Context: an optimization exercise on an open-source flow, tuned for a short achievable clock period and few clock cycles. The choices shown serve that exercise and are no tape-out recipe.
The RTL was checked by simulation tests, not by an equivalence proof against the original design.
The clock port is modelled as an ideal driver; clocking choices that lean on that would not hold on a real chip.
Power and IR drop assume default switching activity.

`design/flow/config.mk`:
```
export PLATFORM = sky130hd
export DESIGN_NAME = cpu16_core
export DESIGN_NICKNAME = cpu16_core
export VERILOG_FILES = /design/flow/design.v
export SDC_FILE = /design/flow/constraint.sdc
export NUM_CORES = 4
export LEC_CHECK = 0
export CAP_MARGIN = 20
export CORE_MARGIN = 2
export CORE_UTILIZATION = 40
export PLACE_DENSITY = 0.6
export SETUP_SLACK_MARGIN = 5
export SLEW_MARGIN = 20
export TNS_END_PERCENT = 100
```
`design/flow/constraint.sdc`:
```
create_clock -name core_clock -period 8.0 [get_ports {clk}]
set_input_delay 1.6000 -clock core_clock [delete_from_list [all_inputs] [get_ports {clk}]]
set_output_delay 1.6000 -clock core_clock [all_outputs]
set_load 0.01 [all_outputs]
```
`design/flow/design.v`:
```
`timescale 1ns / 1ps
module PC(
    input  wire        clk,
    input  wire        rst,
    output reg  [15:0] addr,
    output reg         go
);
    always @(posedge clk or posedge rst) begin
        if (rst) begin
            addr <= 16'h0000;
            go   <= 1'b0;
        end else begin
            addr <= addr + 16'd2;
            go   <= 1'b1;
        end
    end
endmodule
`timescale 1ns / 1ps
module Decoder(
    input  wire [15:0] instr,
    output wire [3:0]  src1,
    output wire [3:0]  src2,
    output wire [3:0]  rd,
    output wire        itype,
    output wire [7:0]  imm,
    output wire        is_add,    
    output wire        is_sub,    
    output wire        is_or,
    output wire        is_and,
    output wire        is_slt,
    output wire        is_shl,
    output wire        is_shr
);
    wire [3:0] op = instr[15:12];
    assign src1  = instr[11:8];
    assign src2  = instr[7:4];
    assign imm   = instr[7:0];
    assign itype = (op == 4'd5) || (op == 4'd7) || (op == 4'd8);
    assign rd    = itype ? instr[11:8] : instr[3:0];
    assign is_add = (op == 4'd0) || (op == 4'd7);
    assign is_sub = (op == 4'd1) || (op == 4'd8);
    assign is_or  = (op == 4'd2);
    assign is_and = (op == 4'd3);
    assign is_slt = (op == 4'd4);
    assign is_shl = (op == 4'd5) && !instr[7];
    assign is_shr = (op == 4'd5) &&  instr[7];
endmodule
`timescale 1ns / 1ps
module Registers(
    input  wire        clk,
    input  wire        rst,
    input  wire [15:1] sel1,
    input  wire [15:1] sel2,
    input  wire [3:0]  RA,
    input  wire [15:0] write_data,
    input  wire        reg_write,
    output wire [15:0] SR1_OUT,
    output wire [15:0] SR2_OUT
);
    wire [15:0] t1 [0:15];
    wire [15:0] t2 [0:15];
    assign t1[0] = 16'd0;
    assign t2[0] = 16'd0;
    genvar g;
    generate
        for (g = 1; g < 16; g = g + 1) begin : gr
            reg [15:0] q;
            always @(posedge clk or posedge rst) begin
                if (rst)
                    q <= 16'd0;
                else if (reg_write && RA == g)
                    q <= write_data;
            end
            assign t1[g] = t1[g-1] | ({16{sel1[g]}} & q);
            assign t2[g] = t2[g-1] | ({16{sel2[g]}} & q);
        end
    endgenerate
    assign SR1_OUT = t1[15];
    assign SR2_OUT = t2[15];
endmodule
`timescale 1ns / 1ps
module ALU(
    input  wire [15:0] x,
    input  wire [15:0] k,
    input  wire [15:0] h,
    input  wire        ci,
    input  wire [3:0]  shamt,
    output wire [15:0] sum,
    output wire        co,
    output wire [15:0] or_r,
    output wire [15:0] and_r,
    output wire [15:0] shl,
    output wire [15:0] shr
);
    wire [16:0] s = {1'b0, x} + {1'b0, k} + {16'd0, ci};
    assign sum   = x ^ h ^ (s[15:0] ^ x ^ k);
    assign co    = s[16];
    assign or_r  = x | k;
    assign and_r = x & k;
    assign shl   = x << shamt;
    assign shr   = x >> shamt;
endmodule
`timescale 1ns / 1ps
module Control_Unit (
    input  wire [3:0]  src,
    input  wire        src_used,
    input  wire        v1,
    input  wire [3:0]  rd1,
    input  wire        v2,
    input  wire [3:0]  rd2,
    output wire        fwd,
    output wire        byp,
    output wire [15:1] sel
);
    wire nz = src_used && (src != 4'd0);
    assign fwd = nz && v1 && (rd1 == src);
    assign byp = nz && v2 && (rd2 == src);
    genvar j;
    generate
        for (j = 1; j < 16; j = j + 1) begin : s
            assign sel[j] = src_used && (src == j);
        end
    endgenerate
endmodule
`timescale 1ns / 1ps
module cpu16_core (
    input  wire        clk,
    input  wire        rst,
    output wire [15:0] imem_addr,
    input  wire [15:0] imem_data,
    output wire        retire_valid,
    output wire [3:0]  retire_rd,
    output wire [15:0] retire_data
);
    wire go;
    PC pc_inst (
        .clk(clk),
        .rst(rst),
        .addr(imem_addr),
        .go(go)
    );
    wire [3:0] src1, src2, rd;
    wire       itype;
    wire [7:0] imm;
    wire       d_add, d_sub, d_or, d_and, d_slt, d_shl, d_shr;
    Decoder dec_inst (
        .instr(imem_data),
        .src1(src1),
        .src2(src2),
        .rd(rd),
        .itype(itype),
        .imm(imm),
        .is_add(d_add),
        .is_sub(d_sub),
        .is_or(d_or),
        .is_and(d_and),
        .is_slt(d_slt),
        .is_shl(d_shl),
        .is_shr(d_shr)
    );
    reg         ir_v;
    reg  [3:0]  ir_rd;
    reg         ex_v;
    reg  [3:0]  ex_rd;
    reg         wb_v;
    reg  [3:0]  wb_rd;
    reg  [15:0] res;
    wire        fwd1, byp1, fwd2, byp2;
    wire [15:1] sel1, sel2;
    Control_Unit hz1 (
        .src(src1), .src_used(1'b1),
        .v1(ir_v), .rd1(ir_rd), .v2(ex_v), .rd2(ex_rd),
        .fwd(fwd1), .byp(byp1), .sel(sel1)
    );
    Control_Unit hz2 (
        .src(src2), .src_used(!itype),
        .v1(ir_v), .rd1(ir_rd), .v2(ex_v), .rd2(ex_rd),
        .fwd(fwd2), .byp(byp2), .sel(sel2)
    );
    wire swap = fwd2 & !fwd1;
    reg  [15:1] ir_s1, ir_s2;      
    reg         ir_b1, ir_b2;      
    reg         ir_it;             
    reg  [7:0]  ir_imm;
    reg         ir_f1, ir_f2, ir_swap;
    reg         ir_add, ir_sub, ir_or, ir_and, ir_slt, ir_shl, ir_shr;
    always @(posedge clk or posedge rst) begin
        if (rst) ir_v <= 1'b0;
        else     ir_v <= go;
    end
    always @(posedge clk) begin
        ir_rd   <= rd;
        ir_s1   <= sel1;
        ir_s2   <= sel2;
        ir_b1   <= byp1;
        ir_b2   <= byp2;
        ir_it   <= itype;
        ir_imm  <= imm;
        ir_f1   <= fwd1;
        ir_f2   <= fwd2;
        ir_swap <= swap;
        ir_add  <= d_add;
        ir_sub  <= d_sub;
        ir_or   <= d_or;
        ir_and  <= d_and;
        ir_slt  <= d_slt;
        ir_shl  <= d_shl;
        ir_shr  <= d_shr;
    end
    wire [15:0] rf1, rf2;
    Registers reg_inst (
        .clk(clk),
        .rst(rst),
        .sel1(ir_s1),
        .sel2(ir_s2),
        .RA(wb_rd),
        .write_data(res),
        .reg_write(wb_v),
        .SR1_OUT(rf1),
        .SR2_OUT(rf2)
    );
    wire [15:0] opa   = ir_b1 ? res : rf1;
    wire [15:0] opb   = ir_it ? {8'd0, ir_imm} : (ir_b2 ? res : rf2);
    wire [15:0] other = ir_swap ? opa : opb;
    wire        subl  = ir_sub | ir_slt;
    wire        both  = ir_f1 & ir_f2;
    wire        fx    = ir_f1 | ir_f2;
    wire [15:0] k     = other ^ {16{subl}};
    wire [15:0] h     = other ^ {16{subl & !(ir_sub & ir_swap)}};
    wire        ci    = subl & !ir_swap;
    reg [15:0] ex_a, ex_k, ex_h;
    reg        ex_ci;
    reg [3:0]  ex_sh;
    reg        s_sum_r, s_sum_a, s_or_r, s_or_a, s_and_r, s_and_a;
    reg        s_shl_r, s_shl_a, s_shr_r, s_shr_a;
    reg        s_lt_r, s_lt_a, s_ltinv;
    reg        s_dbl, s_same;
    always @(posedge clk or posedge rst) begin
        if (rst) ex_v <= 1'b0;
        else     ex_v <= ir_v;
    end
    always @(posedge clk) begin
        ex_rd   <= ir_rd;
        ex_a    <= opa;
        ex_k    <= k;
        ex_h    <= h;
        ex_ci   <= ci;
        ex_sh   <= ir_imm[3:0];
        s_sum_r <= (ir_add | ir_sub) & fx & !both;
        s_sum_a <= (ir_add | ir_sub) & !fx;
        s_or_r  <= ir_or  & fx & !both;
        s_or_a  <= ir_or  & !fx;
        s_and_r <= ir_and & fx & !both;
        s_and_a <= ir_and & !fx;
        s_shl_r <= ir_shl & fx;
        s_shl_a <= ir_shl & !fx;
        s_shr_r <= ir_shr & fx;
        s_shr_a <= ir_shr & !fx;
        s_lt_r  <= ir_slt & fx & !both;
        s_lt_a  <= ir_slt & !fx;
        s_ltinv <= !ir_swap;
        s_dbl   <= ir_add & both;
        s_same  <= (ir_or | ir_and) & both;
    end
    wire [15:0] sum_r, or_r, and_r, shl_r, shr_r;
    wire [15:0] sum_a, or_a, and_a, shl_a, shr_a;
    wire        co_r, co_a;
    ALU alu_r (
        .x(res), .k(ex_k), .h(ex_h), .ci(ex_ci), .shamt(ex_sh),
        .sum(sum_r), .co(co_r), .or_r(or_r), .and_r(and_r),
        .shl(shl_r), .shr(shr_r)
    );
    ALU alu_a (
        .x(ex_a), .k(ex_k), .h(ex_h), .ci(ex_ci), .shamt(ex_sh),
        .sum(sum_a), .co(co_a), .or_r(or_a), .and_r(and_a),
        .shl(shl_a), .shr(shr_a)
    );
    wire lt_r = co_r ^ s_ltinv;
    wire lt_a = co_a ^ s_ltinv;
    wire [15:0] alu_result =
          ({16{s_sum_r}} & sum_r) | ({16{s_sum_a}} & sum_a)
        | ({16{s_or_r }} & or_r ) | ({16{s_or_a }} & or_a )
        | ({16{s_and_r}} & and_r) | ({16{s_and_a}} & and_a)
        | ({16{s_shl_r}} & shl_r) | ({16{s_shl_a}} & shl_a)
        | ({16{s_shr_r}} & shr_r) | ({16{s_shr_a}} & shr_a)
        | {15'd0, (s_lt_r & lt_r) | (s_lt_a & lt_a)}
        | ({16{s_dbl}} & {res[14:0], 1'b0})
        | ({16{s_same}} & res);
    always @(posedge clk or posedge rst) begin
        if (rst) wb_v <= 1'b0;
        else     wb_v <= ex_v;
    end
    always @(posedge clk) begin
        wb_rd <= ex_rd;
        res   <= alu_result;
    end
    assign retire_valid = wb_v;
    assign retire_rd    = wb_rd;
    assign retire_data  = res;
endmodule
```
`design/flow/flow/run.sh`:
```
#!/bin/bash
set -euo pipefail
here=$(pwd)
bash standard.sh \
  SETUP_SLACK_MARGIN=5.7 \
  SYNTH_SCRIPT="$here/flow/synth.tcl" \
  ADDER_MAP_FILE= \
  PRE_CTS_TCL="$here/flow/cts_root.tcl" \
  finish > standard_flow.log 2>&1
```
`design/flow/flow/abc_delay.script`:
```
strash
dch -f
map -D 100
buffer -c
upsize -c
dnsize -c
```
`design/flow/flow/cts_root.tcl`:
```
rename clock_tree_synthesis my_orig_clock_tree_synthesis
proc clock_tree_synthesis {args} {
  my_orig_clock_tree_synthesis {*}$args
  remove_clock_root_buffer
}

proc crb_out_net {inst} {
  foreach it [$inst getITerms] {
    if {[$it isOutputSignal] && [$it getNet] ne "NULL"} { return [$it getNet] }
  }
  return "NULL"
}
proc crb_in_iterm {inst} {
  foreach it [$inst getITerms] {
    if {[$it isInputSignal] && [$it getNet] ne "NULL"} { return $it }
  }
  return "NULL"
}
proc crb_is_buf {inst} {
  return [string match "sky130_fd_sc_hd__clkbuf_*" [[$inst getMaster] getName]]
}

proc remove_clock_root_buffer {} {
  set block [ord::get_db_block]
  set port_net [$block findNet clk]
  if {$port_net eq "NULL"} { puts "remove_clock_root_buffer: no clock net"; return }
  set sinks [$port_net getITerms]
  if {[llength $sinks] != 1} { puts "remove_clock_root_buffer: clock port has [llength $sinks] sinks, skip"; return }
  set root [[lindex $sinks 0] getInst]
  if {![crb_is_buf $root]} { puts "remove_clock_root_buffer: root is not a buffer, skip"; return }
  set root_net [crb_out_net $root]
  set loads {}
  set dummies {}
  foreach it [$root_net getITerms] {
    if {[$it isOutputSignal]} continue
    set inst [$it getInst]
    if {[crb_out_net $inst] eq "NULL" && [string match "clkload*" [$inst getName]]} { lappend dummies $inst; continue }
    if {![crb_is_buf $inst]} { puts "remove_clock_root_buffer: root drives [$inst getName], skip"; return }
    lappend loads $it
  }
  if {[llength $loads] < 1 || [llength $loads] > 4} { puts "remove_clock_root_buffer: root drives [llength $loads] buffers, skip"; return }
  foreach d $dummies { odb::dbInst_destroy $d }
  foreach it $loads {
    $it disconnect
    $it connect $port_net
  }
  odb::dbInst_destroy $root
  odb::dbNet_destroy $root_net
  puts "remove_clock_root_buffer: clock port now drives [llength $loads] clock buffers directly; removed the root buffer and [llength $dummies] dummy loads"
}
```
`design/flow/flow/synth.tcl`:
```
# The standard flow's synthesis (synth_recipe.tcl: ORFS synth.tcl without the fsm and
# share passes, flattened, function nets renamed), with one change: the
# final technology mapping runs ABC with a delay-driven script
# (abc_delay.script) in place of ORFS's abc_speed.script. Registers are
# untouched: ABC maps only the logic between them.
set ::own_abc_script [file join [file dirname [file normalize [info script]]] abc_delay.script]
proc synth {args} { yosys synth -nofsm -noshare {*}$args }
proc abc {args} {
  set i [lsearch -exact $args -script]
  if {$i >= 0} { lset args [expr {$i + 1}] $::own_abc_script }
  yosys abc {*}$args
}
source $::env(SCRIPTS_DIR)/synth.tcl
# left out here: clear keep_hierarchy, flatten, clean up, hide names made inside functions, write 1_2_yosys.v
```
`design/flow/standard.sh`:
```
#!/bin/bash
# synth_recipe.tcl (not shown) runs the flow's synth.tcl, then flattens the netlist and writes it again
# the make line also repeats each setting of config.mk as NAME=value (left out here)
make -C /OpenROAD-flow-scripts/flow DESIGN_CONFIG=/design/flow/config.mk WORK_HOME=/design/flow/orfs CLKGATE_MAP_FILE= SYNTH_SCRIPT=/design/flow/synth_recipe.tcl "${@:-finish}"
```
==> flow_summary_export.csv, run 1 <==
group,metric,value,unit
route,drtIter0Drc,2846,
grt,grt_pass1_wl,145000,um
power,vdd_drop_max,204,uV
logic_synthesis,synth.most_common_cell,"nand2_1",
critical_path,endpoint,"retire_data[11]",
critical_path,ff2ff_path_depth,8,
critical_path,timing.rr.start,"res[11]",
logic_synthesis,synth_edf_count,0,
timing,hold_violations,0,
route,num_vias,23300,
final_layout,multiInputGateArea,11500,um2
logic_synthesis,ys_ff_latch,406,
critical_path,criticalPathCategory,"flop to primary output",
worst_hold_path,min_path_cells,0,
die,pin_count,55,
cts,cts_buffers,46,
logic_synthesis,yosys.area.top_type,"dfrtp_1",
critical_path,r2r_setup_slack,5.49,ns
job,drv_cap,0,
placement,port_buffers,53,
die,initial_core_util,40.5,%
timing,max_freq,0.389,GHz
worst_hold_path,hp-class,"flop to flop",
logic_synthesis,ys_top_cells_by_area,"dfrtp_1, dfxtp_1, nand2_1",
grt,grt_overflow,0,
timing,rsz0062_at_grt,"yes",
critical_path,cp-end-kind,"primary output",
status,status,"timing/DRC/antenna clean",
logic_synthesis,syn_area,22300,um2
critical_path,crit_arrival,0.97,ns
die,num_rows,86,
critical_path,reg2reg_to,"res[12]",
logic_synthesis,syn_area_per_cell,7.59,um2
logic_synthesis,netlist_top_cells_count,"nand2_1, nor2_1, dfrtp_1",
route,wl_per_cell,26.7,um
final_layout,area_growth_syn_to_layout,18.3,%
logic_synthesis,synth_top_area_share,29.0,%
timing,slew_violations,0,
route,drt-total-wl,101000,um
timing,setup_viol,0,
power,p_leak,11.1,nW
final_layout,fillers,5544,
final_layout,register_area,9500,um2
power,p_per_area,295,nW/um2
final_layout,drive_gt1_share,15.1,%
grt,antenna_found_initial,0,
placement,hpwl,68200,um
cts,cts_sinks,406,
placement,routabilityCongestion,0.996,
grt,grt_usage,34.2,%
route,ant_nets,0,
timing,finalCriticalPeriod,2.57,ns
timing,final.setup.tns,0,ns
die,die_x,240,um
final_layout,layout.nets,3007,
route,dr.pass1.iters,9,
timing,skew,0.0386,ns
die,core,55100,um2
timing,fin_crit_sh,32.1,%
grt,first_global_vias,22100,
cts,cts_tree,"built",
die,dieArea,57700,um2
grt,grt_start_max_net_pins,94,
route,via_per_inst,6.17,
critical_path,crit_fanout,3,
logic_synthesis,synth_cell_types,75,
cts,clk_pin_slew,0.06,ns
logic_synthesis,synthFlopType,"dfrtp_1",
logic_synthesis,seq_area_frac_synth,42.2,%
logic_synthesis,yosys_warnings,3,
cts,insertion_delay,0.43,ns
critical_path,crit_start,"res[11]",
logic_synthesis,syn_inst,2941,
route,drc,0,
logic_synthesis,synthArstFlopShare,63.8,%
die,die_h,240,um
timing,slew_headroom,28.3,%
logic_synthesis,synthesis.nets,2959,
critical_path,crit_required,6.40,ns
critical_path,start_kind,"flop",
timing,tightest_slew,1.07,ns
power,totalPowerFinal,7.78,mW
## cell families after synthesis
family | synth area share, %
AND/OR/NAND/NOR | 21.2
AO/OA/AOI/OAI | 25.8
flip-flops | 42.2
buffers and inverters | 8.21
multiplexers | 0.179
other | 0.0337
XOR/XNOR | 2.43
## placed cells by master, fill, tap and decap left out, types with 7 or more instances in the layout
cell / Yosys / layout
o221ai_1: 30 / 29
nand3_2: 1 / 7
o22ai_1: 52 / 50
clkbuf_8: 2 / 11
nand2_1: 519 / 511
inv_2: 6 / 11
nor2_2: 9 / 23
buf_4: 5 / 115
a22oi_1: 167 / 166
buf_6: 11 / 25
clkinvlp_4: 0 / 25
a31oi_1: 13 / 12
dfrtp_1: 259 / 256
buf_12: 0 / 11
a221oi_1: 24 / 24
nor2_1: 356 / 338
inv_4: 0 / 7
dfxtp_2: 0 / 23
xnor2_1: 19 / 19
nand3_1: 108 / 99
buf_2: 80 / 16
a21oi_1: 233 / 229
xor2_1: 43 / 42
nor3_1: 15 / 10
o21ai_1: 23 / 35
dfxtp_4: 0 / 12
nor4_1: 14 / 10
o21ai_0: 252 / 237
clkbuf_16: 0 / 53
o211ai_1: 37 / 37
dfxtp_1: 147 / 112
a21oi_2: 7 / 9
nand4_1: 63 / 63
inv_1: 220 / 189
o2111ai_1: 13 / 13
a22o_1: 9 / 9
clkinv_2: 0 / 7
## through the flow
step	setup WS (ns)	cell area, um2	cells	util (%)	hold WS (ns)
after detailed placement	4.01	23400	3605	42.4	0.346
after floorplan	2.99	22400	2941	-	0.331
after CTS	5.41	25800	3744	46.9	0.361
after global placement	4.08	23400	3605	42.4	0.335
after global routing	5.41	26400	3772	47.9	0.364
final	5.43	26400	3773	47.9	0.362
## state kept, by name (all words and copies together) (netlist names), 8 cells and up
signal,flops
reg_inst.gr.q,240
ex_a,16
ex_h,16
ex_k,16
res,16
ir_s1,15
ir_s2,15
pc_inst.addr,15
ir_imm,8
## final cells by class
cell class	instances	share of cell area, %
clock buffer	66	5.30
tap	748	3.54
sequential	406	36.0
timing repair buffer	194	7.24
timing repair inverter	1	0.0284
antenna	1	0.00948
clock inverter	16	0.616
multi-input combinational	2108	43.5
inverter	233	3.73
## critical path, stage by stage (launching register included)
cell and delay (ns):
dfxtp_2 0.33, buf_12 0.13, buf_6 0.12
## routing by layer
layer / up-vias / global-route usage, % / share of wire (%)
met3: 356 / 6.75 / 9.7
met1: 11100 / 42.7 / 38
met5: - / 0 / 0
met4: 0 / 20.4 / 7.2
li1: 10300 / - / -
met2: 1504 / 55.0 / 45
## timing repair
action | 4_1_cts | 5_1_grt
gates resized for setup | 320 | 108
hold buffers | 0 | 0
pin swaps | 3 | 14
setup endpoints to repair | 355 | 267
hold endpoints to repair | 0 | 0
gates cloned | 5 | 5
buffers inserted | 52 | 23
## worst min path at each step
stage          startpoint        to
2_1_floorplan   ir_imm[0]  ex_sh[0]
6_report       pc_inst.go      ir_v
5_1_grt        pc_inst.go      ir_v
3_5_place_dp   pc_inst.go      ir_v
4_1_cts        pc_inst.go      ir_v
3_3_place_gp   pc_inst.go      ir_v
## power breakdown
part,switching (mW),internal [mW],total [mW]
Combinational,1.63,0.857,2.49
Clock,0.898,1.23,2.13
Sequential,0.566,2.60,3.16
Testbench counts, summed over its fixed seeds: cycles 48,024.
==> inputs of run 2 (changes only) <==
--- a/design/flow/design.v
+++ b/design/flow/design.v
@@ -2,17 +2,18 @@
 module PC(
     input  wire        clk,
     input  wire        rst,
-    output reg  [15:0] addr,
+    output wire [15:0] addr,
     output reg         go
 );
+    reg [15:1] a;
+    always @(posedge clk) begin
+        if (rst) a <= 15'd0;
+        else     a <= a + 15'd1;
+    end
+    assign addr = {a, 1'b0};
     always @(posedge clk or posedge rst) begin
-        if (rst) begin
-            addr <= 16'h0000;
-            go   <= 1'b0;
-        end else begin
-            addr <= addr + 16'd2;
-            go   <= 1'b1;
-        end
+        if (rst) go <= 1'b0;
+        else     go <= 1'b1;
     end
 endmodule
 `timescale 1ns / 1ps
@@ -51,9 +52,8 @@
     input  wire        rst,
     input  wire [15:1] sel1,
     input  wire [15:1] sel2,
-    input  wire [3:0]  RA,
+    input  wire [15:1] we,
     input  wire [15:0] write_data,
-    input  wire        reg_write,
     output wire [15:0] SR1_OUT,
     output wire [15:0] SR2_OUT
 );
@@ -68,7 +68,7 @@
             always @(posedge clk or posedge rst) begin
                 if (rst)
                     q <= 16'd0;
-                else if (reg_write && RA == g)
+                else if (we[g])
                     q <= write_data;
             end
             assign t1[g] = t1[g-1] | ({16{sel1[g]}} & q);
@@ -164,7 +164,10 @@
     reg  [3:0]  ex_rd;
     reg         wb_v;
     reg  [3:0]  wb_rd;
-    reg  [15:0] res;
+    reg  [15:0] res;        
+    reg  [15:0] wb_data;    
+    reg  [15:0] out_data;   
+    reg  [15:1] wb_we;      
     wire        fwd1, byp1, fwd2, byp2;
     wire [15:1] sel1, sel2;
     Control_Unit hz1 (
@@ -213,14 +216,13 @@
         .rst(rst),
         .sel1(ir_s1),
         .sel2(ir_s2),
-        .RA(wb_rd),
-        .write_data(res),
-        .reg_write(wb_v),
+        .we(wb_we),
+        .write_data(wb_data),
         .SR1_OUT(rf1),
         .SR2_OUT(rf2)
     );
-    wire [15:0] opa   = ir_b1 ? res : rf1;
-    wire [15:0] opb   = ir_it ? {8'd0, ir_imm} : (ir_b2 ? res : rf2);
+    wire [15:0] opa   = ir_b1 ? wb_data : rf1;
+    wire [15:0] opb   = ir_it ? {8'd0, ir_imm} : (ir_b2 ? wb_data : rf2);
     wire [15:0] other = ir_swap ? opa : opb;
     wire        subl  = ir_sub | ir_slt;
     wire        both  = ir_f1 & ir_f2;
@@ -286,15 +288,25 @@
         | {15'd0, (s_lt_r & lt_r) | (s_lt_a & lt_a)}
         | ({16{s_dbl}} & {res[14:0], 1'b0})
         | ({16{s_same}} & res);
+    wire [15:1] we_n;
+    genvar j;
+    generate
+        for (j = 1; j < 16; j = j + 1) begin : wdec
+            assign we_n[j] = ex_v && (ex_rd == j);
+        end
+    endgenerate
     always @(posedge clk or posedge rst) begin
         if (rst) wb_v <= 1'b0;
         else     wb_v <= ex_v;
     end
     always @(posedge clk) begin
         wb_rd <= ex_rd;
+        wb_we <= we_n;
         res   <= alu_result;
+        wb_data  <= alu_result & {16{|we_n}};
+        out_data <= alu_result & {16{ex_v}};
     end
     assign retire_valid = wb_v;
     assign retire_rd    = wb_rd;
-    assign retire_data  = res;
+    assign retire_data  = out_data;
 endmodule
==> flow_summary_export.csv, run 2 <==
group,metric,value,unit
status,status,"timing/DRC/antenna clean",
timing,fin_crit_sh,32.5,%
cts,cts_sinks,453,
critical_path,crit_required,6.40,ns
critical_path,crit_chain,"buf_6",
power,p_leak,11.6,nW
timing,final.setup.tns,0,ns
route,ant_nets,0,
final_layout,layout.nets,3127,
timing,tightest_slew,0.944,ns
route,drt-total-wl,107000,um
power,p_per_area,302,nW/um2
power,pwr-share-clk,27.6,%
timing,max_freq,0.385,GHz
route,wl_per_cell,27.2,um
logic_synthesis,synthArstFlopShare,53.9,%
final_layout,finalInstanceArea,27900,um2
grt,antenna_found_initial,2,
final_layout,largest-register,"reg_inst.gr.q",
power,netSwitchingPower,3.31,mW
critical_path,cp-end-kind,"primary output",
logic_synthesis,synth_top_area_share,26.3,%
placement,postPlaceCellArea,24600,um2
critical_path,cp_top_family,"flip-flops",
critical_path,crit_fanout,1,
timing,setup_viol,0,
die,initial_core_util,40.4,%
logic_synthesis,synth_edf_count,0,
critical_path,criticalPathCategory,"flop to primary output",
die,core,57600,um2
final_layout,area_growth_syn_to_layout,19.8,%
final_layout,largest_register_ffs,240,
cts,cts_tree,"built",
timing,slew_violations,0,
critical_path,critPathBufInv,1,
die,dieArea,60100,um2
grt,grt_usage,34.6,%
worst_hold_path,hp-class,"flop to flop",
route,via_per_inst,6.22,
grt,grt_pass1_wl,153000,um
cts,clk_pin_slew,0.06,ns
die,die_h,245,um
timing,skew,0.0577,ns
logic_synthesis,synth_cell_types,67,
logic_synthesis,ys_top_cells_by_area,"dfrtp_1, dfxtp_1, nand2_1",
logic_synthesis,syn_area,23200,um2
power,power.internal,5.11,mW
timing,finalCriticalPeriod,2.60,ns
grt,grt_start_max_net_pins,67,
timing,slew_headroom,37.1,%
logic_synthesis,synth.most_common_cell,"nand2_1",
die,pin_count,55,
final_layout,fillers,5571,
final_layout,drive_gt1_share,17.2,%
cts,insertion_delay,0.44,ns
placement,hpwl,73100,um
die,die_x,245,um
critical_path,start_kind,"flop",
logic_synthesis,yosys_warnings,3,
logic_synthesis,yosys.area.top_type,"dfrtp_1",
logic_synthesis,synthesis.nets,3065,
placement,port_buffers,53,
final_layout,multiInputGateArea,11800,um2
timing,rsz0062_at_grt,"yes",
critical_path,crit_arrival,1.00,ns
route,drc,0,
logic_synthesis,synthFlopType,"dfrtp_1",
critical_path,slowest_delay,0.45,ns
grt,grt_overflow,0,
final_layout,register_area,10500,um2
logic_synthesis,seq_area_frac_synth,44.3,%
grt,first_global_vias,22800,
cts,cts_buffers,49,
power,vdd_drop_max,209,uV
route,dr.pass1.iters,6,
route,num_vias,24400,
final_layout,final_common_cell,"nand2_1",
placement,routabilityCongestion,1.01,
final_layout,layout_common_cells,"nand2_1, nor2_1, inv_1",
power,sw_frac_of_total,39.3,%
timing,hold_violations,0,
power,seq_power_share,42.9,%
power,pwr-share-comb,29.5,%
logic_synthesis,syn_area_per_cell,7.63,um2
logic_synthesis,netlist_top_cells_count,"nand2_1, nor2_1, o21ai_0",
logic_synthesis,ys_ff_latch,453,
logic_synthesis,syn_inst,3047,
critical_path,slowest_stage,"dfrtp_2",
die,num_rows,88,
route,drtIter0Drc,3908,
job,drv_cap,0,
==> run 2: changes by cell type after synthesis, sizes merged, moves of 15 or more <==
cell,delta
a22oi,-63
dfxtp,+62
inv,+54
buf,-41
o21ai,+30
a221oi,+29
a31oi,+26
clkbuf,+17
dfrtp,-15
nand3,-15
==> run 2: kinds of logic after synthesis <==
family,Yosys count,synth area share (%)
AOI/OAI and AO/OA,966,25.7
buffers and inverters,467,7.96
xor gates and xnor gates,58,2.22
muxes,11,0.490
DFF,453,44.3
and+or+nand+nor,1090,19.3
other,2,0.0323
==> run 2: power by group through the flow <==
stage	clock network [mW]	logic, mW	registers (mW)
global placement	0	2.17	3.56
detailed placement	0	2.21	3.57
floorplan	0	1.62	3.26
global route	2.45	2.70	3.66
finish	2.32	2.48	3.61
CTS	2.34	2.28	3.55
==> run 2: final timing paths <==
check	start	to	slack [ns]	cells after the start
setup / recovery	wb_v	retire_valid	5.40	1
hold / removal	pc_inst.go	ir_v	0.36	0
setup reg to reg	s_or_a	wb_data[6]	5.64	9
hold reg to reg	pc_inst.go	ir_v	0.36	0
max in group asynchronous	rst	reg_inst.gr[1].q[1]	6.10	3
min in group asynchronous	rst	reg_inst.gr[7].q[3]	1.26	2
==> run 2: cell type report <==
type	instances	area share [%]
Antenna cell	1	0.00898
Clock buffer	70	5.19
Clock inverter	20	0.822
Inverter	297	4.39
Multi-Input combinational cell	2127	42.2
Sequential cell	453	37.6
Tap cell	765	3.44
Timing Repair Buffer	178	6.19
Timing Repair inverter	4	0.144
==> run 2: what timing repair did <==
item,CTS,global route
pin swaps,8,38
gates resized for setup,387,167
endpoints found under the setup margin,406,124
gates cloned,8,3
hold buffers,0,0
setup buffers,29,39
==> run 2: per-layer routing <==
| layer | vias up | part of all wire, % | track usage [%] |
|---|---|---|---|
| li1 | 10700 | - | - |
| met1 | 11600 | 42 | 49.0 |
| met2 | 1679 | 41 | 49.7 |
| met3 | 342 | 13 | 9.05 |
| met4 | 4 | 4.9 | 14.3 |
| met5 | - | 0.022 | 0 |
==> run 2: metrics by stage <==
| step | setup WS, ns | cells | hold slack (ns) | total power [mW] | util [%] |
|---|---|---|---|---|---|
| finish | 5.40 | 3915 | 0.356 | 8.41 | 48.4 |
| global route | 5.39 | 3914 | 0.369 | 8.81 | 48.4 |
| CTS | 5.38 | 3872 | 0.358 | 8.18 | 47.0 |
| detailed placement | 4.30 | 3745 | 0.344 | 5.78 | 42.6 |
| global placement | 4.34 | 3745 | 0.343 | 5.73 | 42.6 |
| floorplan | 5.46 | 3047 | 0.329 | 4.88 | - |
Testbench counts of run 2, summed over its fixed seeds: cycles 48,024.
==> inputs of run 3 (changes only) <==
--- a/design/flow/design.v
+++ b/design/flow/design.v
@@ -81,6 +81,7 @@
 `timescale 1ns / 1ps
 module ALU(
     input  wire [15:0] x,
+    input  wire [15:0] xs,
     input  wire [15:0] k,
     input  wire [15:0] h,
     input  wire        ci,
@@ -97,8 +98,8 @@
     assign co    = s[16];
     assign or_r  = x | k;
     assign and_r = x & k;
-    assign shl   = x << shamt;
-    assign shr   = x >> shamt;
+    assign shl   = xs << shamt;
+    assign shr   = xs >> shamt;
 endmodule
 `timescale 1ns / 1ps
 module Control_Unit (
@@ -165,6 +166,7 @@
     reg         wb_v;
     reg  [3:0]  wb_rd;
     reg  [15:0] res;        
+    reg  [15:0] res_sh;     
     reg  [15:0] wb_data;    
     reg  [15:0] out_data;   
     reg  [15:1] wb_we;      
@@ -268,12 +270,12 @@
     wire [15:0] sum_a, or_a, and_a, shl_a, shr_a;
     wire        co_r, co_a;
     ALU alu_r (
-        .x(res), .k(ex_k), .h(ex_h), .ci(ex_ci), .shamt(ex_sh),
+        .x(res), .xs(res_sh), .k(ex_k), .h(ex_h), .ci(ex_ci), .shamt(ex_sh),
         .sum(sum_r), .co(co_r), .or_r(or_r), .and_r(and_r),
         .shl(shl_r), .shr(shr_r)
     );
     ALU alu_a (
-        .x(ex_a), .k(ex_k), .h(ex_h), .ci(ex_ci), .shamt(ex_sh),
+        .x(ex_a), .xs(ex_a), .k(ex_k), .h(ex_h), .ci(ex_ci), .shamt(ex_sh),
         .sum(sum_a), .co(co_a), .or_r(or_a), .and_r(and_a),
         .shl(shl_a), .shr(shr_a)
     );
@@ -303,6 +305,7 @@
         wb_rd <= ex_rd;
         wb_we <= we_n;
         res   <= alu_result;
+        res_sh   <= alu_result & {16{(ir_shl | ir_shr) & (ir_f1 | ir_f2)}};
         wb_data  <= alu_result & {16{|we_n}};
         out_data <= alu_result & {16{ex_v}};
     end
==> design/flow/flow/run.sh (replaced) <==
#!/bin/bash
set -euo pipefail
here=$(pwd)
bash standard.sh \
  SETUP_SLACK_MARGIN=6.0 \
  SYNTH_SCRIPT="$here/flow/synth.tcl" \
  ADDER_MAP_FILE= \
  PRE_CTS_TCL="$here/flow/cts_root.tcl" \
  finish > standard_flow.log 2>&1
==> flow_summary_export.csv, run 3 <==
group,metric,value,unit
grt,grt_start_max_net_pins,67,
critical_path,criticalPathCategory,"flop to primary output",
placement,postPlaceCellArea,25000,um2
critical_path,slowest_stage,"dfxtp_4",
final_layout,layout_common_cells,"nand2_1, nor2_1, a21oi_1",
final_layout,area_growth_syn_to_layout,35.5,%
route,dr.pass1.iters,7,
critical_path,cp_top_family,"flip-flops",
logic_synthesis,yosys.area.top_type,"dfrtp_1",
final_layout,largest_register_ffs,240,
die,dieArea,61100,um2
grt,grt_overflow,0,
grt,grt_pass1_wl,160000,um
grt,grt.busiest_layer,"met2",
logic_synthesis,synthArstFlopShare,52.0,%
critical_path,critPathBufInv,1,
critical_path,crit_required,6.40,ns
final_layout,drive_gt1_share,29.0,%
power,pwr-share-clk,27.2,%
route,num_vias,25500,
logic_synthesis,yosys_warnings,3,
timing,rsz0062_at_grt,"yes",
logic_synthesis,synthFlopType,"dfrtp_1",
power,power.internal,5.48,mW
placement,port_buffers,53,
logic_synthesis,synth.most_common_cell,"nand2_1",
final_layout,largest-register,"reg_inst.gr.q",
timing,setup_viol,0,
power,vdd_drop_max,180,uV
timing,fin_crit_sh,31.7,%
final_layout,layout.nets,3276,
power,pwr-share-comb,31.0,%
timing,slew_violations,0,
die,initial_core_util,40.2,%
logic_synthesis,syn_area_per_cell,7.74,um2
logic_synthesis,netlist_top_cells_count,"nand2_1, nor2_1, a21oi_1",
cts,clk_pin_slew,0.06,ns
cts,cts.hold.buffers_added,0,
power,seq_power_share,41.8,%
grt,grt_use_met3,7.22,%
die,die_x,247,um
cts,cts_buffers,51,
route,via_per_inst,6.25,
logic_synthesis,syn_inst,3059,
timing,tightest_slew,0.905,ns
logic_synthesis,synth_top_area_share,25.8,%
critical_path,crit_arrival,0.94,ns
logic_synthesis,synth_edf_count,0,
logic_synthesis,seq_area_frac_synth,44.8,%
job,drv_cap,0,
worst_hold_path,hp-class,"flop to flop",
logic_synthesis,syn_area,23700,um2
logic_synthesis,ys_ff_latch,469,
die,pin_count,55,
final_layout,final_common_cell,"nand2_1",
grt,antenna_found_initial,2,
power,p_per_area,278,nW/um2
placement,routabilityCongestion,1.02,
cts,cts_sinks,469,
cts,cts_tree,"built",
power,sw_frac_of_total,38.6,%
logic_synthesis,ys_top_cells_by_area,"dfrtp_1, dfxtp_1, nand2_1",
power,netSwitchingPower,3.45,mW
critical_path,cp-end-kind,"primary output",
die,die_h,247,um
timing,hold_violations,0,
route,ant_nets,0,
logic_synthesis,synth_cell_types,75,
timing,final.setup.tns,0,ns
critical_path,crit_fanout,1,
status,status,"timing/DRC/antenna clean",
route,drt-total-wl,111000,um
timing,skew,0.0247,ns
grt,first_global_vias,24200,
power,totalPowerFinal,8.92,mW
grt,use_met2,55.0,%
placement,hpwl,69300,um
logic_synthesis,synthesis.nets,3077,
route,drtIter0Drc,3393,
timing,finalCriticalPeriod,2.54,ns
grt,grt_usage,35.4,%
die,core,58800,um2
route,drc,0,
final_layout,finalInstanceArea,32100,um2
route,wl_per_cell,27.2,um
critical_path,crit_chain,"buf_6",
critical_path,slowest_delay,0.40,ns
cts,insertion_delay,0.43,ns
grt,grt_use_met1,44.2,%
power,p_leak,13.3,nW
timing,slew_headroom,39.7,%
timing,max_freq,0.394,GHz
critical_path,start_kind,"flop",
die,num_rows,89,
## run 3: changes by cell type after synthesis, moves of 11 or more
| cell | previous run | this run |
|---|---|---|
| o21ai_0 | 286 | 248 |
| dfxtp_1 | 209 | 225 |
| nand4_1 | 52 | 63 |
| a21oi_1 | 245 | 273 |
| nand2_1 | 515 | 469 |
| o22ai_1 | 56 | 45 |
| a22oi_1 | 104 | 141 |
| clkbuf_1 | 107 | 120 |
| o21ai_1 | 21 | 32 |
## run 3: layer usage
layer	wire [um]	up-vias
met5	13	-
met3	12000	475
met4	8430	2
met2	49000	1800
li1	-	11100
met1	41500	12100
## run 3: area by class of cell
class / instances / area (um2)
Multi-Input combinational cell: 2134 / 13700
Tap cell: 773 / 967
Timing Repair inverter: 7 / 78.8
Inverter: 280 / 1260
Timing Repair Buffer: 316 / 3420
Clock buffer: 81 / 1550
Fill cell: 5323 / 26700
Clock inverter: 14 / 188
Antenna cell: 2 / 5.00
Sequential cell: 469 / 10900
## run 3: stage by stage
stage,util (%),hold WS [ns],worst slack [ns],instances
2_1_floorplan,-,0.329,5.46,3059
3_3_place_gp,42.5,0.336,4.16,3759
3_5_place_dp,42.5,0.339,4.08,3759
4_1_cts,51.3,0.350,5.45,4003
5_1_grt,54.5,0.357,5.44,4074
6_report,54.5,0.347,5.46,4076
## run 3: kinds of logic (layout without fill, tap and decap cells)
| group | count (synthesis) | in the layout | synth area share (%) |
|---|---|---|---|
| AO/OA/AOI/OAI | 998 | 998 | 26.2 |
| XOR/XNOR | 63 | 63 | 2.33 |
| buffers and inverters | 456 | 698 | 7.66 |
| flip-flops | 469 | 469 | 44.8 |
| multiplexers | 3 | 3 | 0.127 |
| other | 2 | 4 | 0.0317 |
| AND/OR/NAND/NOR | 1068 | 1068 | 18.8 |
## run 3: power by group through the flow
stage / registers, mW / clock network (mW) / logic, mW
2_1_floorplan: 3.38 / 0 / 1.55
3_3_place_gp: 3.67 / 0 / 2.03
3_5_place_dp: 3.68 / 0 / 2.07
4_1_cts: 3.69 / 2.45 / 2.48
5_1_grt: 3.78 / 2.55 / 3.00
6_report: 3.73 / 2.43 / 2.77
## run 3: final timing paths
kind                              startpoint             endpoint  slack, ns  cells after the start
worst max-delay path            out_data[15]      retire_data[15]       5.46                      1
max in group asynchronous                rst  reg_inst.gr[3].q[9]       6.16                      3
worst max register to register      ex_sh[0]          wb_data[10]       5.70                     11
worst min-delay path               ir_imm[3]             ex_sh[3]       0.35                      0
min in group asynchronous                rst  reg_inst.gr[9].q[1]       1.18                      2
worst min register to register     ir_imm[3]             ex_sh[3]       0.35                      0
## run 3: repair_timing
action	in CTS	in global routing
pin swaps	130	132
resized for setup	826	290
gates cloned	21	4
buffers inserted	128	67
hold endpoints to repair	0	0
setup endpoints to repair	453	162
Testbench counts of run 3, summed over its fixed seeds: cycles 48,024.
==> inputs of run 4 (changes only) <==
--- a/design/flow/flow/cts_root.tcl
+++ b/design/flow/flow/cts_root.tcl
@@ -47,4 +47,32 @@
   odb::dbInst_destroy $root
   odb::dbNet_destroy $root_net
   puts "remove_clock_root_buffer: clock port now drives [llength $loads] clock buffers directly; removed the root buffer and [llength $dummies] dummy loads"
+  swap_clock_tree_buffers $port_net
 }
+
+# The buffers the clock port drives become buf_16, which switch faster
+# than clkbuf_16 at these loads.
+proc swap_clock_tree_buffers {port_net} {
+  set db [ord::get_db]
+  set master [$db findMaster sky130_fd_sc_hd__buf_16]
+  if {$master eq "NULL"} { puts "swap_clock_tree_buffers: no buf_16"; return }
+  set n 0
+  set todo [list $port_net]
+  while {[llength $todo]} {
+    set net [lindex $todo 0]
+    set todo [lrange $todo 1 end]
+    foreach it [$net getITerms] {
+      if {[$it isOutputSignal]} continue
+      set inst [$it getInst]
+      if {![crb_is_buf $inst]} continue
+      set out [crb_out_net $inst]
+      if {$out eq "NULL"} continue
+      # only the first level, the buffers the port drives
+      if {$net eq $port_net} {
+        $inst swapMaster $master
+        incr n
+      }
+    }
+  }
+  puts "swap_clock_tree_buffers: $n clock buffers now buf_16"
+}
==> flow_summary_export.csv, run 4 <==
group,metric,value,unit
final_layout,area_growth_syn_to_layout,35.6,%
route,drtIter0Drc,3311,
status,status,"timing/DRC/antenna clean",
power,p_per_area,278,nW/um2
timing,fin_crit_sh,31.4,%
route,drt-total-wl,112000,um
logic_synthesis,ys_ff_latch,469,
final_layout,finish.utilization,54.6,%
die,pin_count,55,
die,core,58800,um2
cts,cts_tree,"built",
logic_synthesis,yosys_warnings,3,
placement,dp_cells,3759,
logic_synthesis,syn_inst,3059,
critical_path,crit_fanout,1,
placement,port_buffers,53,
placement,routabilityCongestion,1.02,
final_layout,instances_no_fill,4067,
timing,slew_headroom,39.7,%
timing,slew_violations,0,
logic_synthesis,netlist_top_cells_count,"nand2_1, nor2_1, a21oi_1",
critical_path,crit_required,6.40,ns
cts,clk_pin_slew,0.06,ns
die,dieArea,61100,um2
critical_path,critPathBufInv,1,
logic_synthesis,synth_top_area_share,25.8,%
critical_path,cp_top_family,"flip-flops",
critical_path,cp-end-kind,"primary output",
timing,rsz0062_at_grt,"yes",
logic_synthesis,yosys.area.top_type,"dfrtp_1",
grt,grt_overflow,0,
die,num_rows,89,
timing,tightest_slew,0.905,ns
timing,skew,0.0243,ns
final_layout,final_common_cell,"nand2_1",
logic_synthesis,syn_area_per_cell,7.74,um2
route,drc,0,
final_layout,largest_register_ffs,240,
timing,final.setup.tns,0,ns
timing,setup_viol,0,
logic_synthesis,seq_area_frac_synth,44.8,%
timing,hold_violations,0,
logic_synthesis,synth_cell_types,75,
grt,antenna_found_initial,3,
logic_synthesis,synth_edf_count,0,
route,dr.pass1.iters,9,
critical_path,crit_chain,"buf_6",
power,vdd_drop_max,183,uV
critical_path,slowest_delay,0.40,ns
logic_synthesis,ys_top_cells_by_area,"dfrtp_1, dfxtp_1, nand2_1",
placement,hpwl,69300,um
final_layout,fillers,5304,
final_layout,multiInputGateArea,13800,um2
grt,first_global_vias,24200,
job,drv_cap,0,
route,wl_per_cell,27.5,um
grt,grt_start_max_net_pins,46,
cts,cts_buffers,51,
timing,finalCriticalPeriod,2.51,ns
final_layout,largest-register,"reg_inst.gr.q",
route,num_vias,25600,
die,initial_core_util,40.2,%
final_layout,layout_common_cells,"nand2_1, nor2_1, a21oi_1",
cts,insertion_delay,0.41,ns
logic_synthesis,synth.most_common_cell,"nand2_1",
grt,grt_pass1_wl,160000,um
critical_path,slowest_stage,"dfxtp_4",
die,die_x,247,um
final_layout,drive_gt1_share,28.3,%
power,p_leak,13.3,nW
route,via_per_inst,6.30,
final_layout,layout.nets,3267,
grt,grt_usage,35.5,%
logic_synthesis,synthesis.nets,3077,
timing,max_freq,0.398,GHz
logic_synthesis,syn_area,23700,um2
final_layout,register_area,10800,um2
critical_path,start_kind,"flop",
route,ant_nets,0,
critical_path,crit_arrival,0.91,ns
worst_hold_path,hp-class,"flop to flop",
critical_path,criticalPathCategory,"flop to primary output",
logic_synthesis,synthFlopType,"dfrtp_1",
logic_synthesis,synthArstFlopShare,52.0,%
die,die_h,247,um
cts,cts_sinks,469,
-- run 4: repair_timing --
item	CTS	global route
resized for setup	830	305
setup endpoints to repair	453	167
buffers inserted	131	59
hold buffers	0	0
gates cloned	20	1
pin swaps	146	154
-- run 4: metal layers --
| metal | GRT usage [%] | wire [um] |
|---|---|---|
| met5 | 0 | 9 |
| met4 | 22.7 | 8600 |
| met3 | 7.78 | 12200 |
| met2 | 55.7 | 49500 |
| met1 | 44.2 | 41400 |
-- run 4: layout make-up --
cell class | count | area share (%)
antenna | 2 | 0.0156
timing repair buffer | 308 | 10.5
tap | 773 | 3.01
clock inverter | 14 | 0.585
sequential | 469 | 33.8
multi-input combinational | 2134 | 43.1
timing repair inverter | 6 | 0.218
clock buffer | 81 | 4.87
inverter | 280 | 3.90
-- run 4: power by group --
| group | switching [mW] | total [mW] | internal (mW) |
|---|---|---|---|
| clock | 0.989 | 2.44 | 1.45 |
| combinational | 1.70 | 2.71 | 1.01 |
| sequential | 0.752 | 3.75 | 3.00 |
-- run 4: cell families (layout without fill, tap and decap cells) --
| kind of cell | count (synthesis) | in the layout | synth area share (%) |
|---|---|---|---|
| multiplexers | 3 | 3 | 0.127 |
| other | 2 | 4 | 0.0317 |
| AO/OA/AOI/OAI | 998 | 998 | 26.2 |
| flip-flops | 469 | 469 | 44.8 |
| XOR/XNOR | 63 | 63 | 2.33 |
| buffers and inverters | 456 | 689 | 7.66 |
| AND/OR/NAND/NOR | 1068 | 1068 | 18.8 |
-- run 4: final timing paths --
check / start / endpoint / slack [ns] / cells after the start
max: out_data[15] / retire_data[15] / 5.49 / 1
min: pc_inst.go / ir_v / 0.35 / 0
max reg2reg: ex_sh[0] / wb_data[10] / 5.49 / 12
min reg2reg: pc_inst.go / ir_v / 0.35 / 0
max in group asynchronous: rst / reg_inst.gr[4].q[8] / 6.17 / 3
min in group asynchronous: rst / reg_inst.gr[9].q[6] / 1.19 / 2
-- run 4: stage by stage --
stage	power (mW)	area [um2]	worst slack (ns)	hold slack [ns]
after detailed placement	5.75	25000	4.08	0.339
final	8.91	32100	5.49	0.348
after floorplan	4.92	23900	5.46	0.329
after global placement	5.70	25000	4.16	0.336
after CTS	8.62	30200	5.47	0.350
after global routing	9.32	32100	5.44	0.356
==> inputs of run 5 (changes only) <==
--- a/design/flow/design.v
+++ b/design/flow/design.v
@@ -85,7 +85,8 @@
     input  wire [15:0] k,
     input  wire [15:0] h,
     input  wire        ci,
-    input  wire [3:0]  shamt,
+    input  wire [3:0]  shl_amt,
+    input  wire [3:0]  shr_amt,
     output wire [15:0] sum,
     output wire        co,
     output wire [15:0] or_r,
@@ -98,8 +99,8 @@
     assign co    = s[16];
     assign or_r  = x | k;
     assign and_r = x & k;
-    assign shl   = xs << shamt;
-    assign shr   = xs >> shamt;
+    assign shl   = xs << shl_amt;
+    assign shr   = xs >> shr_amt;
 endmodule
 `timescale 1ns / 1ps
 module Control_Unit (
@@ -234,7 +235,7 @@
     wire        ci    = subl & !ir_swap;
     reg [15:0] ex_a, ex_k, ex_h;
     reg        ex_ci;
-    reg [3:0]  ex_sh;
+    reg [3:0]  ex_shl_r, ex_shr_r, ex_shl_a, ex_shr_a;    
     reg        s_sum_r, s_sum_a, s_or_r, s_or_a, s_and_r, s_and_a;
     reg        s_shl_r, s_shl_a, s_shr_r, s_shr_a;
     reg        s_lt_r, s_lt_a, s_ltinv;
@@ -249,7 +250,10 @@
         ex_k    <= k;
         ex_h    <= h;
         ex_ci   <= ci;
-        ex_sh   <= ir_imm[3:0];
+        ex_shl_r <= ir_imm[3:0] & {4{ir_shl & fx}};
+        ex_shr_r <= ir_imm[3:0] & {4{ir_shr & fx}};
+        ex_shl_a <= ir_imm[3:0] & {4{ir_shl & !fx}};
+        ex_shr_a <= ir_imm[3:0] & {4{ir_shr & !fx}};
         s_sum_r <= (ir_add | ir_sub) & fx & !both;
         s_sum_a <= (ir_add | ir_sub) & !fx;
         s_or_r  <= ir_or  & fx & !both;
@@ -270,12 +274,12 @@
     wire [15:0] sum_a, or_a, and_a, shl_a, shr_a;
     wire        co_r, co_a;
     ALU alu_r (
-        .x(res), .xs(res_sh), .k(ex_k), .h(ex_h), .ci(ex_ci), .shamt(ex_sh),
+        .x(res), .xs(res_sh), .k(ex_k), .h(ex_h), .ci(ex_ci), .shl_amt(ex_shl_r), .shr_amt(ex_shr_r),
         .sum(sum_r), .co(co_r), .or_r(or_r), .and_r(and_r),
         .shl(shl_r), .shr(shr_r)
     );
     ALU alu_a (
-        .x(ex_a), .xs(ex_a), .k(ex_k), .h(ex_h), .ci(ex_ci), .shamt(ex_sh),
+        .x(ex_a), .xs(ex_a), .k(ex_k), .h(ex_h), .ci(ex_ci), .shl_amt(ex_shl_a), .shr_amt(ex_shr_a),
         .sum(sum_a), .co(co_a), .or_r(or_a), .and_r(and_a),
         .shl(shl_a), .shr(shr_a)
     );
@@ -309,7 +313,18 @@
         wb_data  <= alu_result & {16{|we_n}};
         out_data <= alu_result & {16{ex_v}};
     end
-    assign retire_valid = wb_v;
-    assign retire_rd    = wb_rd;
-    assign retire_data  = out_data;
+    reg        rt_v;
+    reg [3:0]  rt_rd;
+    reg [15:0] rt_data;
+    always @(posedge clk or posedge rst) begin
+        if (rst) rt_v <= 1'b0;
+        else     rt_v <= wb_v;
+    end
+    always @(posedge clk) begin
+        rt_rd   <= wb_rd;
+        rt_data <= out_data;
+    end
+    assign retire_valid = rt_v;
+    assign retire_rd    = rt_rd;
+    assign retire_data  = rt_data;
 endmodule
==> flow_summary_export.csv, run 5 <==
group,metric,value,unit
route,drtIter0Drc,2975,
grt,antenna_found_initial,2,
critical_path,crit_fanout,1,
logic_synthesis,yosys_warnings,3,
route,drc,0,
logic_synthesis,ys_ff_latch,502,
critical_path,critPathBufInv,1,
timing,setup_viol,0,
worst_hold_path,hold_end,"rt_data[6]",
critical_path,r2r_setup_slack,5.92,ns
logic_synthesis,ys_top_cells_by_area,"dfrtp_1, dfxtp_1, nand2_1",
worst_hold_path,min_path_cells,0,
logic_synthesis,netlist_top_cells_count,"nand2_1, nor2_1, a21oi_1",
logic_synthesis,syn_inst,3122,
final_layout,area_growth_syn_to_layout,31.1,%
die,dieArea,63300,um2
critical_path,reg2reg_to,"wb_data[14]",
power,vdd_drop_max,209,uV
critical_path,start_kind,"flop",
timing,hold_violations,0,
timing,rsz0062_at_grt,"yes",
grt,first_global_vias,23700,
grt,grt_start_max_net_pins,45,
final_layout,finalInstanceArea,32100,um2
final_layout,diodes,0,
logic_synthesis,synth_edf_count,0,
timing,final.setup.tns,0,ns
final_layout,layout_common_cells,"nand2_1, nor2_1, a21oi_1",
job,drv_cap,0,
logic_synthesis,synthArstFlopShare,48.8,%
status,status,"timing/DRC/antenna clean",
timing,fin_hold_ws,0.325,ns
die,die_x,252,um
timing,slew_violations,0,
timing,fin_crit_sh,31.4,%
final_layout,fillers,5514,
grt,grt_overflow,0,
cts,cts_tree,"built",
timing,max_freq,0.398,GHz
timing,finalCriticalPeriod,2.51,ns
cts,cts_sinks,502,
final_layout,final_common_cell,"nand2_1",
cts,clk_pin_slew,0.06,ns
final_layout,largest-register,"reg_inst.gr.q",
placement,hpwl,70500,um
critical_path,crit_chain,"buf_6",
route,wl_per_cell,25.8,um
critical_path,crit_arrival,0.91,ns
worst_hold_path,hp-class,"flop to flop",
power,p_per_area,292,nW/um2
timing,slew_headroom,36.2,%
die,initial_core_util,40.5,%
final_layout,layout.nets,3334,
critical_path,crit_required,6.40,ns
logic_synthesis,synth_top_area_share,25.0,%
logic_synthesis,synthesis.nets,3140,
logic_synthesis,yosys.area.top_type,"dfrtp_1",
critical_path,cp-end-kind,"primary output",
cts,insertion_delay,0.42,ns
logic_synthesis,seq_area_frac_synth,46.0,%
die,pin_count,55,
die,die_h,252,um
placement,postPlaceCellArea,25800,um2
cts,cts_buffers,55,
route,dr.pass1.iters,9,
logic_synthesis,synth.most_common_cell,"nand2_1",
grt,grt_pass1_wl,153000,um
timing,skew,0.0443,ns
cts,cts.hold.buffers_added,0,
route,ant_nets,0,
final_layout,largest_register_ffs,240,
critical_path,slowest_delay,0.37,ns
logic_synthesis,synthFlopType,"dfxtp_1",
logic_synthesis,synth_cell_types,73,
critical_path,ff2ff_path_depth,8,
die,core,60500,um2
route,drt-total-wl,107000,um
route,via_per_inst,6.08,
critical_path,timing.rr.start,"ex_shl_a[0]",
logic_synthesis,syn_area_per_cell,7.85,um2
grt,grt_usage,32.4,%
power,p_leak,13.0,nW
final_layout,register_area,11500,um2
logic_synthesis,syn_area,24500,um2
worst_hold_path,min_from,"out_data[6]",
die,num_rows,90,
critical_path,slowest_stage,"dfrtp_1",
timing,tightest_slew,0.956,ns
final_layout,multiInputGateArea,13700,um2
critical_path,cp_top_family,"flip-flops",
final_layout,drive_gt1_share,28.2,%
placement,routabilityCongestion,1.04,
placement,port_buffers,53,
route,num_vias,25200,
critical_path,criticalPathCategory,"flop to primary output",
[run 5: power breakdown]
group | leakage, nW | switching [mW] | internal (mW)
logic | 7.03 | 1.80 | 1.08
registers | 5.13 | 0.780 | 3.21
clock network | 0.856 | 1.05 | 1.46
[run 5: per-layer routing]
metal / part of all wire, % / global-route usage, % / wire [um] / vias to the layer above
met5: 0.012 / 0 / 13 / -
met4: 7.7 / 21.8 / 8220 / 2
met3: 8.5 / 5.35 / 9070 / 433
met2: 46 / 52.1 / 48900 / 1485
li1: - / - / - / 11300
met1: 38 / 40.0 / 40800 / 12000
[run 5: worst max path at each step]
stage,startpoint,end,slack (ns),cells past startpoint
final,rt_v,retire_valid,5.49,1
after global routing,rt_v,retire_valid,5.45,1
after CTS,rt_v,retire_valid,5.48,1
after detailed placement,rst,reg_inst.gr[7].q[11],4.02,3
after global placement,rst,reg_inst.gr[6].q[11],4.08,3
after floorplan,rst,pc_inst.a[11],5.46,4
[run 5: what timing repair did]
item / CTS / global route
setup endpoints to repair: 445 / 148
gates cloned: 6 / 3
pin swaps: 64 / 137
gates resized for setup: 633 / 425
setup buffers: 108 / 99
[run 5: through the flow]
step | util [%] | power [mW] | setup WS, ns | instances
CTS | 49.1 | 8.87 | 5.48 | 4037
floorplan | - | 5.20 | 5.46 | 3122
finish | 53.1 | 9.39 | 5.49 | 4139
global route | 53.1 | 9.83 | 5.45 | 4139
detailed placement | 42.7 | 6.05 | 4.02 | 3826
global placement | 42.7 | 5.98 | 4.08 | 3826
[run 5: cell families after synthesis]
| logic type | after synthesis | share of synthesized area (%) |
|---|---|---|
| muxes | 10 | 0.408 |
| AOI/OAI and AO/OA | 985 | 25.0 |
| buffers and inverters | 439 | 7.16 |
| other | 2 | 0.0306 |
| xor gates and xnor gates | 66 | 2.42 |
| DFF | 502 | 46.0 |
| and+or+nand+nor | 1118 | 19.0 |
[run 5: layout make-up]
class                           count  share of cell area, %
Tap cell                          782                   3.05
Multi-Input combinational cell   2181                   42.6
Timing Repair inverter              6                  0.195
Sequential cell                   502                   35.9
Timing Repair Buffer              307                   9.00
Clock inverter                     15                  0.627
Clock buffer                       82                   4.88
Inverter                          264                   3.77
Testbench counts of run 5, summed over its fixed seeds: cycles 48,032.
==> inputs of run 6 (changes only) <==
--- a/design/flow/flow/cts_root.tcl
+++ b/design/flow/flow/cts_root.tcl
@@ -50,12 +50,16 @@
   swap_clock_tree_buffers $port_net
 }
 
-# The buffers the clock port drives become buf_16, which switch faster
-# than clkbuf_16 at these loads.
+# The buffers the clock port drives become buf_16, and the buffers below
+# them (the leaves, which drive the registers) become buf_8, or buf_12 for
+# a leaf with more than 16 loads: at these loads they switch faster than
+# clkbuf_16, and buf_8 loads the level above less.
 proc swap_clock_tree_buffers {port_net} {
   set db [ord::get_db]
-  set master [$db findMaster sky130_fd_sc_hd__buf_16]
-  if {$master eq "NULL"} { puts "swap_clock_tree_buffers: no buf_16"; return }
+  set b16 [$db findMaster sky130_fd_sc_hd__buf_16]
+  set b12 [$db findMaster sky130_fd_sc_hd__buf_12]
+  set b8 [$db findMaster sky130_fd_sc_hd__buf_8]
+  if {$b16 eq "NULL" || $b12 eq "NULL" || $b8 eq "NULL"} { puts "swap_clock_tree_buffers: missing buffer"; return }
   set n 0
   set todo [list $port_net]
   while {[llength $todo]} {
@@ -67,12 +71,15 @@
       if {![crb_is_buf $inst]} continue
       set out [crb_out_net $inst]
       if {$out eq "NULL"} continue
-      # only the first level, the buffers the port drives
       if {$net eq $port_net} {
-        $inst swapMaster $master
-        incr n
+        lappend todo $out
+        $inst swapMaster $b16
+      } else {
+        set loads [expr {[llength [$out getITerms]] - 1}]
+        if {$loads > 16} { $inst swapMaster $b12 } else { $inst swapMaster $b8 }
       }
+      incr n
     }
   }
-  puts "swap_clock_tree_buffers: $n clock buffers now buf_16"
+  puts "swap_clock_tree_buffers: $n clock buffers swapped"
 }
==> flow_summary_export.csv, run 6 <==
group,metric,value,unit
grt,antenna_found_initial,3,
final_layout,area_growth_syn_to_layout,30.1,%
timing,slew_violations,0,
route,drtIter0Drc,2880,
die,dieArea,63300,um2
critical_path,crit_chain,"buf_6",
logic_synthesis,synth_xor_area_share,2.42,%
logic_synthesis,synth_cell_types,73,
logic_synthesis,ys_top_cells_by_area,"dfrtp_1, dfxtp_1, nand2_1",
logic_synthesis,synth_top_area_share,25.0,%
status,status,"timing/DRC/antenna clean",
final_layout,diodes,0,
placement,hpwl,70500,um
placement,postPlaceCellArea,25800,um2
final_layout,fillers,5574,
final_layout,largest_register_ffs,240,
worst_hold_path,min_path_cells,0,
logic_synthesis,yosys.area.top_type,"dfrtp_1",
timing,hold_violations,0,
timing,fin_crit_sh,31.0,%
critical_path,ff2ff_path_depth,9,
final_layout,finish.utilization,52.7,%
worst_hold_path,hp-class,"flop to flop",
die,pin_count,55,
route,dr.pass1.iters,7,
critical_path,crit_fanout,1,
final_layout,finalInstanceArea,31900,um2
die,core,60500,um2
timing,final.setup.tns,0,ns
critical_path,critPathBufInv,1,
power,p_per_area,283,nW/um2
route,drc,0,
die,die_h,252,um
grt,grt_overflow,0,
logic_synthesis,syn_area,24500,um2
logic_synthesis,netlist_top_cells_count,"nand2_1, nor2_1, a21oi_1",
cts,cts_sinks,502,
critical_path,start_kind,"flop",
timing,rsz0062_at_grt,"yes",
die,die_x,252,um
logic_synthesis,synthesis.nets,3140,
timing,tightest_slew,0.974,ns
grt,grt_usage,32.4,%
power,vdd_drop_max,200,uV
logic_synthesis,synthFlopType,"dfxtp_1",
final_layout,drive_gt1_share,28.9,%
timing,setup_viol,0,
critical_path,crit_start,"rt_v",
route,wl_per_cell,25.8,um
route,drt-total-wl,107000,um
critical_path,criticalPathCategory,"flop to primary output",
timing,max_freq,0.403,GHz
route,ant_nets,0,
critical_path,r2r_setup_slack,5.92,ns
die,initial_core_util,40.5,%
grt,grt_start_max_net_pins,45,
grt,first_global_vias,23600,
logic_synthesis,synth.most_common_cell,"nand2_1",
logic_synthesis,synthArstFlopShare,48.8,%
critical_path,crit_arrival,0.88,ns
logic_synthesis,synth_edf_count,0,
grt,grt_pass1_wl,153000,um
critical_path,cp-end-kind,"primary output",
cts,clk_pin_slew,0.08,ns
cts,insertion_delay,0.39,ns
logic_synthesis,syn_area_per_cell,7.85,um2
cts,cts_buffers,55,
final_layout,largest-register,"reg_inst.gr.q",
timing,finalCriticalPeriod,2.48,ns
logic_synthesis,ys_ff_latch,502,
logic_synthesis,synth_top_family_by_area,"compound AO/OA/AOI/OAI gates",
placement,port_buffers,53,
placement,dp_cells,3826,
critical_path,timing.rr.start,"ex_a[5]",
critical_path,slowest_delay,0.38,ns
final_layout,final_common_cell,"nand2_1",
final_layout,layout_common_cells,"nand2_1, nor2_1, a21oi_1",
logic_synthesis,yosys_warnings,3,
critical_path,crit_required,6.40,ns
critical_path,cp_top_family,"flip-flops",
timing,slew_headroom,35.1,%
cts,cts_tree,"built",
logic_synthesis,seq_area_frac_synth,46.0,%
timing,skew,0.0504,ns
logic_synthesis,post_synth_fa_ha_maj_area_fraction,0,%
logic_synthesis,synth_mux_area_share,0.408,%
route,num_vias,25200,
job,drv_cap,0,
logic_synthesis,synth_compound_area_share,25.0,%
die,num_rows,90,
final_layout,instances_no_fill,4138,
placement,routabilityCongestion,1.04,
critical_path,cp.depth,1,
critical_path,endpoint,"retire_valid",
logic_synthesis,yosys.area_share.simple,19.0,%
power,p_leak,12.8,nW
final_layout,layout.nets,3333,
critical_path,reg2reg_to,"wb_data[10]",
logic_synthesis,syn_inst,3122,
critical_path,slowest_stage,"dfrtp_1",
power,totalPowerFinal,9.01,mW
route,via_per_inst,6.08,
-- run 6: changes by cell type in the layout (fill, tap and decap cells not counted), sizes merged --
| cell | before | now |
|---|---|---|
| clkbuf | 84 | 31 |
| buf | 300 | 351 |
| clkinv | 23 | 24 |
-- run 6: through the flow --
step	hold WS (ns)	setup slack, ns
final	0.322	5.52
after global routing	0.331	5.48
after CTS	0.328	5.51
after detailed placement	0.312	4.02
after global placement	0.310	4.08
after floorplan	0.310	5.46
-- run 6: metal layers --
layer | share of wire [%] | vias to the layer above | global-route usage, %
met4 | 7.9 | 2 | 21.4
met3 | 8.6 | 452 | 5.55
li1 | - | 11200 | -
met1 | 38 | 12000 | 40.1
met2 | 45 | 1499 | 52.3
met5 | 0.014 | - | 0
-- run 6: power by group --
part           total (mW)  switching (mW)  internal [mW]  leakage [nW]
logic                2.94            1.82           1.11          7.08
clock network        2.08            1.04           1.04         0.610
registers            3.99           0.783           3.21          5.13
total                9.01            3.65           5.36          12.8
-- run 6: how the worst min path moves through the flow --
stage          slack [ns]   startpoint         end
2_1_floorplan        0.31  out_data[0]  rt_data[0]
3_5_place_dp         0.31  out_data[6]  rt_data[6]
5_1_grt              0.33     wb_rd[2]    rt_rd[2]
4_1_cts              0.33  out_data[6]  rt_data[6]
6_report             0.32  out_data[1]  rt_data[1]
3_3_place_gp         0.31  out_data[1]  rt_data[1]
-- run 6: final cells by class --
type                    count  area, um2  share of cell area, %
repair buffers            305       2910                   9.14
clock buffers              82       1070                   3.35
well taps                 782        978                   3.07
inverters                 264       1220                   3.83
repair inverters            7       78.8                  0.247
flip-flops and latches    502      11500                   36.2
multi-input cells        2181      13900                   43.6
clock inverters            15        201                  0.632
-- run 6: timing repair --
item                                    in CTS  in global routing
pin swaps                                   68                134
gates cloned                                 7                  1
hold endpoints to repair                     0                  0
resized for setup                          652                447
endpoints found under the setup margin     447                161
buffers inserted                           104                103
hold buffers                                 0                  0
-- run 6: cell families after synthesis --
| kind of cell | count (synthesis) |
|---|---|
| AOI/OAI and AO/OA | 985 |
| xor gates and xnor gates | 66 |
| buffers and inverters | 439 |
| DFF | 502 |
| muxes | 10 |
| other | 2 |
| and+or+nand+nor | 1118 |

## afterwards: timing with drivers on the ports
Ports are ideal in the flow. The routed layouts listed here were re-timed in OpenROAD.
Step 1, drivers: a clkbuf_16 drives clk and a buf_2 each remaining input, both assumed.
Step 2 also shifts input and output timing later by t, the mid clock arrival at the registers, as if the neighbouring blocks saw the same clock.
Three values: ideal, step 1, step 2; two values: the first two.
run | t (ns) | slack for setup (ns) | hold WS [ns]
run 1 | 0.528 | 5.429 / 5.313 / 5.289 | 0.362 / 0.362 / 0.362
run 2 | 0.532 | 5.403 / 5.282 / 5.319 | 0.356 / 0.356 / 0.356
run 3 | 0.540 | 5.461 / 5.343 / 5.394 | 0.347 / 0.346 / 0.346
run 4 | 0.528 | 5.488 / 5.352 / 5.399 | 0.348 / 0.348 / 0.348
run 5 | 0.548 | 5.486 / 5.338 / 5.486 | 0.325 / 0.325 / 0.325
run 6 | 0.514 | 5.517 / 5.369 / 5.399 | 0.322 / 0.322 / 0.322
After both steps every run listed still meets setup and hold. For run 1, which loses most, drivers alone change the setup slack by -0.116 ns; drivers and shift together by -0.140 ns.
